From an optimization exercise on the open Yosys and OpenROAD flow, aimed at small area, a short achievable clock period and few clock cycles; shortcuts taken in it are not production practice. The RTL was checked by simulation tests, not by an equivalence proof against the original design.

==> run a: inputs <==
## SoftMax
module SoftMax (
	input				clk,
	input				rst_n,
	input				axisif_in_start,
	output				axisif_out_done,
	output		[3:0]	out_adrIn,
	input		[31:0]	in_dataIn,
	output		[3:0]	out_adrOut,
	output		[31:0]	out_dataOut,
	output				out_wr
);
localparam [2:0] S_IDLE = 3'd0, S_READ = 3'd1, S_SCAN = 3'd2, S_DIV = 3'd3, S_OUT = 3'd4;
reg		[2:0]	st;
reg		[3:0]	adr;		 
reg		[3:0]	sidx;		 
reg				sb_ok;		 
reg				f_ok;		 
reg		[9:0]	todo;		 
reg		[9:0]	zr;			 
reg		[3:0]	imax;		 
reg		[30:0]	xr;			 
reg		[30:0]	m;			 
reg				busy;
reg		[22:0]	D;			 
reg		[26:0]	P;			 
reg		[20:0]	s;			 
reg		[4:0]	k;
reg				kfirst;		 
reg		[3:0]	cur;
reg				wb;			 
reg		[3:0]	wbi;
reg		[20:0]	E [0:9];
reg		[23:0]	S;
reg		[1:0]	dcnt;		 
reg		[3:0]	oc;			 
reg		[3:0]	eidx;		 
reg				owr;
reg		[3:0]	oadr;
reg		[20:0]	y;
reg				done_r;
wire				rd_st = (st == S_READ);
wire				sc_st = (st == S_SCAN);
wire				dv_st = (st == S_DIV);
wire				ou_st = (st == S_OUT);
wire		[31:0]	diff;
  ...
clock: 310.0 ns
lec_check: 0
cap_margin: 20
core_margin: 2
core_utilization: 40
slew_margin: 20
synth_hierarchical: 1
synth_minimum_keep_size: 0
run.sh (not shown) runs the stock make flow with config.mk's settings and CLKGATE_MAP_FILE= SYNTH_SCRIPT=/design/flow/synth_recipe.tcl, a recipe that flattens the netlist after the stock synthesis.
==> inputs of run b, as changes to run a <==
--- a/flow/design.v
+++ b/flow/design.v
@@ -11,14 +11,31 @@
 	generate
 		for (i = 0; i < W; i = i + 1) begin : g
 			SM_FA fa (.a(a[i]), .b(b[i]), .c(c[i]), .s(s[i]), .co(c[i+1]));
 		end
 	endgenerate
 	assign co = c[W];
 endmodule
+module SM_RINC #(parameter W = 8) (
+	input	[W-1:0]	a,
+	output	[W-1:0]	s
+);
+	wire [W:0] c;
+	assign c[0] = 1'b1;
+	genvar i;
+	generate
+		for (i = 0; i < W; i = i + 1) begin : g
+			SM_HA ha (.a(a[i]), .b(c[i]), .s(s[i]), .co(c[i+1]));
+		end
+	endgenerate
+endmodule
+module SM_HA (input a, input b, output s, output co);
+	assign s = a ^ b;
+	assign co = a & b;
+endmodule
 module SM_M1 (input [22:0] x, input [24:0] x3, input [26:0] yv, input rnd, output [28:0] y);
 	wire e1;
 	wire e2;
 	wire e3;
 	wire p4;
 	wire w5;
 	wire w6;
@@ -3557,16 +3574,16 @@
 reg				kfirst;		 
 reg		[3:0]	cur;
 reg				wb;			 
 reg		[3:0]	wbi;
 reg		[20:0]	E [0:9];
 reg		[23:0]	S;
 reg		[1:0]	dcnt;		 
-reg		[3:0]	oc;			 
 reg		[3:0]	eidx;		 
+reg				ef;			 
 reg				owr;
 reg		[3:0]	oadr;
 reg		[20:0]	y;
 reg				done_r;
 wire				rd_st = (st == S_READ);
 wire				sc_st = (st == S_SCAN);
 wire				dv_st = (st == S_DIV);
@@ -3598,14 +3615,19 @@
 wire				last = k17 | (Pn == 27'd0);
 wire		[20:0]	e_fin;
 SM_RADD #(.W(21)) EAdd (.a(s_new), .b(Pn[20:0] & {21{k17}}), .ci(1'b0), .s(e_fin), .co());
 wire				act = rd_st | (sc_st & sb_ok);
 wire				newmax = rd_st & ((sidx == 4'd0) | xgt);	 
 wire				exp_free = ~busy | last;
 wire				wbv = wb & ~newmax;					 
+wire				nm2 = rd_st & xgt & (sidx != 4'd0);
+wire		[23:0]	negd;								 
+SM_RINC #(.W(24)) Neg (.a(~diff[23:0]), .s(negd));
+wire				old_act = nm2 & (&diff[31:23]) & ~negd[23] & ~(negd[22] & negd[21]);
+wire				old_z = nm2 & ~old_act;				 
 wire				is_z = act & ~newmax & inact;			 
 wire				is_one = act & ~newmax & dzero;		 
 wire				is_exp = act & ~newmax & ~inact & ~dzero;
 wire				do_load = is_exp & exp_free;
 wire				do_one = is_one & ~wb;
 wire				hold = sc_st & ((is_one & wb) | (is_exp & ~exp_free));	 
 wire				defer = rd_st & ((is_one & wb) | (is_exp & ~exp_free));	 
@@ -3616,113 +3638,121 @@
 wire		[23:0]	S_sum;
 SM_RADD #(.W(24)) SumAdd (.a(S), .b({3'd0, (wbv | do_one) ? wdata : 21'd0}), .ci(1'b0), .s(S_sum), .co());
 wire				fetch = (rd_st & (sidx == 4'd9)) | shift;
 wire		[9:0]	seen = (10'd1 << sidx) - 10'd1;
 reg			[9:0]	todo_nx;
 always @(*) begin
 	todo_nx = todo;
-	if (newmax) todo_nx = todo | (~zr & seen);
+	if (newmax) todo_nx = todo | (~zr & seen & ~(10'd1 << imax));
 	if (defer) todo_nx[sidx] = 1'b1;
 	if (fetch & f_ok) todo_nx[adr] = 1'b0;
 end
+wire		[9:0]	omask = ~zr & ~(10'd1 << imax);		 
+wire		[9:0]	pe_in = dv_st ? omask : ou_st ? todo : todo_nx;
 reg			[3:0]	nx_adr;
 integer				j;
 always @(*) begin
 	nx_adr = 4'd0;
 	for (j = 9; j >= 0; j = j - 1)
-		if (todo_nx[j]) nx_adr = j[3:0];
+		if (pe_in[j]) nx_adr = j[3:0];
 end
-wire				nx_ok = |todo_nx;
+wire				nx_ok = |pe_in;
+wire		[9:0]	pe_rest = pe_in & (pe_in - 10'd1);		 
 wire		[22:0]	nr_s;
 wire				nr_co;
-SM_RADD #(.W(23)) NrAdd (.a(D), .b(chk ? 23'h7FFFFF : {Pm[21:0], nr2}), .ci(nr2), .s(nr_s), .co(nr_co));
+SM_RADD #(.W(23)) NrAdd (.a(D), .b(chk ? 23'h7FFFFF : {Pm[21:0], nr2}), .ci(1'b0), .s(nr_s), .co(nr_co));
+wire				div_fin = chk | (nr2 & (nr_s[2:0] >= 3'd3));	 
 wire				accept = ~(|Q[28:21]) & (~Q[20] | ~(|Q[19:0]));
 wire		[22:0]	r0;
 SM_RLUT Rlut (.s(S_sum), .r0(r0));
 wire				scan_done = sc_st & ~sb_ok & ~f_ok & ~busy;	 
-wire		[3:0]	e_first = (imax == 4'd0) ? 4'd1 : 4'd0;
-wire		[3:0]	e_inc = eidx + 4'd1;
-wire		[3:0]	e_next = (e_inc == imax) ? eidx + 4'd2 : e_inc;
-wire		[3:0]	e_rd = dv_st ? e_first : (e_next > 4'd9) ? 4'd9 : e_next;	 
-wire		[20:0]	e_val = zr[e_rd] ? 21'd0 : E[e_rd];
+wire		[20:0]	e_val = E[nx_adr];					 
 reg			[26:0]	P_nx;
 reg			[22:0]	D_nx;
 always @(*) begin
 	P_nx = Pn;
 	D_nx = D;
 	if (do_load) begin
 		P_nx = {4'd0, diff[22:0]};
 		D_nx = diff[22:0];
 	end
+	if (old_act) begin
+		P_nx = {4'd0, negd[22:0]};
+		D_nx = negd[22:0];
+	end
 	if (scan_done) begin
 		P_nx = {3'd0, S_sum};
 		D_nx = r0;
 	end
 	if (dv_st) begin
-		P_nx = chk ? {6'd0, e_val} : P;
+		P_nx = div_fin ? {6'd0, e_val} : P;
 		D_nx = chk ? (accept ? D : nr_s) : nr2 ? {2'd0, nr_co, nr_s[22:3]} : nr_s;
 	end
 	if (ou_st) P_nx = {6'd0, e_val};
 end
 wire				rd_end = rd_st & (sidx == 4'd9);
-wire				out_end = ou_st & (oc == 4'd9);
+wire				out_end = ou_st & ~ef;			 
 always @(posedge clk or negedge rst_n) begin
 	if (~rst_n) begin
 		st <= S_IDLE;
-		adr <= 4'd0;
-		done_r <= 1'b1;
 		busy <= 1'b0;
 		wb <= 1'b0;
-		owr <= 1'b0;
 	end else begin
 		if (wen) wb <= 1'b0;
 		if (busy & last) begin
 			busy <= 1'b0;
 			wb <= 1'b1;
 		end
 		if (do_load) busy <= 1'b1;
 		if (newmax) begin
-			busy <= 1'b0;
+			busy <= old_act;
 			wb <= 1'b0;
 		end
 		case (st)
-			S_IDLE:	if (axisif_in_start) begin
-				st <= S_READ;
-				adr <= 4'd1;
-				done_r <= 1'b0;
-			end
-			S_READ: begin
-				adr <= adr + 4'd1;
-				if (sidx == 4'd8) adr <= nx_adr;		 
-				if (rd_end) begin
-					st <= S_SCAN;
-					adr <= nx_adr;
-				end
-			end
-			S_SCAN: begin
-				if (shift) adr <= nx_adr;
-				if (scan_done) st <= S_DIV;
-			end
-			S_DIV: if (chk) begin
-				st <= S_OUT;
-				owr <= 1'b1;
-			end
-			S_OUT: if (out_end) begin
-				st <= S_IDLE;
-				owr <= 1'b0;
+			S_IDLE:		if (axisif_in_start) st <= S_READ;
+			S_READ:		if (rd_end) st <= S_SCAN;
+			S_SCAN:		if (scan_done) st <= S_DIV;
+			S_DIV:		if (div_fin) st <= S_OUT;
+			S_OUT:		if (out_end) st <= S_IDLE;
+			default:	st <= S_IDLE;
+		endcase
+	end
+end
+always @(posedge clk) begin
+	owr <= 1'b0;
+	case (st)
+		S_IDLE: begin
+			adr <= (axisif_in_start & rst_n) ? 4'd1 : 4'd0;
+			done_r <= ~(axisif_in_start & rst_n);
+		end
+		S_READ: begin
+			adr <= (sidx == 4'd8 || rd_end) ? nx_adr : sidx + 4'd2;
+			owr <= is_z | old_z;
+		end
+		S_SCAN: begin
+			if (shift) adr <= nx_adr;
+			owr <= is_z;
+		end
+		S_DIV:	owr <= div_fin;
+		S_OUT:	begin
+			owr <= ef;
+			if (out_end) begin
 				done_r <= 1'b1;
 				adr <= 4'd0;
 			end
-			default: st <= S_IDLE;
-		endcase
-	end
+		end
+		default: ;
+	endcase
+	oadr <= old_z ? imax : (rd_st | sc_st) ? sidx : dv_st ? imax : eidx;
+	y <= div_fin ? D_nx[20:0] : ou_st ? Q[20:0] : 21'd0;
 end
 always @(posedge clk) begin
-	todo <= todo_nx;
+	todo <= (dv_st | ou_st) ? pe_rest : todo_nx;
 	if (is_z) zr[sidx] <= 1'b1;
+	if (old_z) zr[imax] <= 1'b1;
 	if (newmax) imax <= sidx;
 	if (st == S_IDLE) begin
 		sidx <= 4'd0;
 		todo <= 10'd0;
 		zr <= 10'd0;
 	end
 	if (rd_st) sidx <= sidx + 4'd1;
@@ -3733,38 +3763,31 @@
 		f_ok <= nx_ok;
 	end
 	if (busy) begin
 		k <= k + 5'd1;
 		kfirst <= 1'b0;
 		if (last) wbi <= cur;
 	end
-	if (do_load) begin
+	if (do_load | old_act) begin
 		k <= 5'd1;
 		kfirst <= 1'b1;
-		cur <= sidx;
+		cur <= old_act ? imax : sidx;
 	end
 	if (scan_done) dcnt <= 2'd0;
 	if (dv_st) dcnt <= dcnt + 2'd1;
-	if (chk) begin
-		oadr <= imax;
-		oc <= 4'd0;
-		eidx <= e_first;
-	end
-	if (ou_st) begin
-		oc <= oc + 4'd1;
-		oadr <= eidx;
-		eidx <= e_next;
+	if ((dv_st & div_fin) | ou_st) begin
+		eidx <= nx_adr;
+		ef <= nx_ok;
 	end
 end
 always @(posedge clk) begin
 	if (~sc_st | shift) xr <= in_dataIn[30:0];			 
 	if (newmax) m <= xr;
 	if (wen) E[widx] <= wdata;
 	S <= (st == S_IDLE) ? 24'd0 : newmax ? 24'h100000 : S_sum;
-	y <= chk ? D_nx[20:0] : Q[20:0];
 	P <= P_nx;
 	s <= last ? e_fin : s_new;
 	D <= D_nx;
 end
 assign axisif_out_done = done_r;
 assign out_adrIn = adr;
 assign out_adrOut = oadr;
Settings changed: CTS_CLUSTER_DIAMETER from default to 100, CTS_CLUSTER_SIZE from default to 20.
==> results.txt <==
- In run a the sequential share of layout area is higher than in run b, by 0.36 points.
- Of run a and run b, run b has the higher first-iteration DRC count (gap 7.4%, measured against run b).
- Against run a, the core utilization of run b is lower by 0.50 points.
- Between run b and run a, the lower count of clock-buffer cells in the layout is in run b (gap 22).
- Synthesized cell count: run b is higher than run a (8.1%).
- In run a the synthesized area is lower than in run b, by 2.0%.
Testbench counts of run a, summed over its fixed seeds: cycles 23,987.
Testbench counts of run b, summed over its fixed seeds: cycles 21,626.

==> port drivers added, routing unchanged <==
How much do the figures lean on ideal ports? The routed layouts below were timed once more, with nothing changed but the port constraints.
Step 1 sets driving cells, clkbuf_16 on the clock port and buf_2 on the other inputs (assumed; they add their load-dependent delay and slew).
Step 2 moves the port delays by t, midway between the first and last clock arrival at a register: inputs arrive t later, outputs are due t later. That takes back most of the time a late clock gives input paths.
Three values: ideal, step 1, step 2; two values: the first two.
run | t (ns) | slack for setup (ns) | worst register clock-pin slew, ns | worst slew at a driven data input, ns
run a | 0.702 | 246.156 / 246.086 / 246.586 | 0.07 / 0.07 | 0.05
run b | 0.690 | 246.247 / 246.178 / 246.705 | 0.09 / 0.09 | 0.05
After both steps every run listed still meets setup and hold.
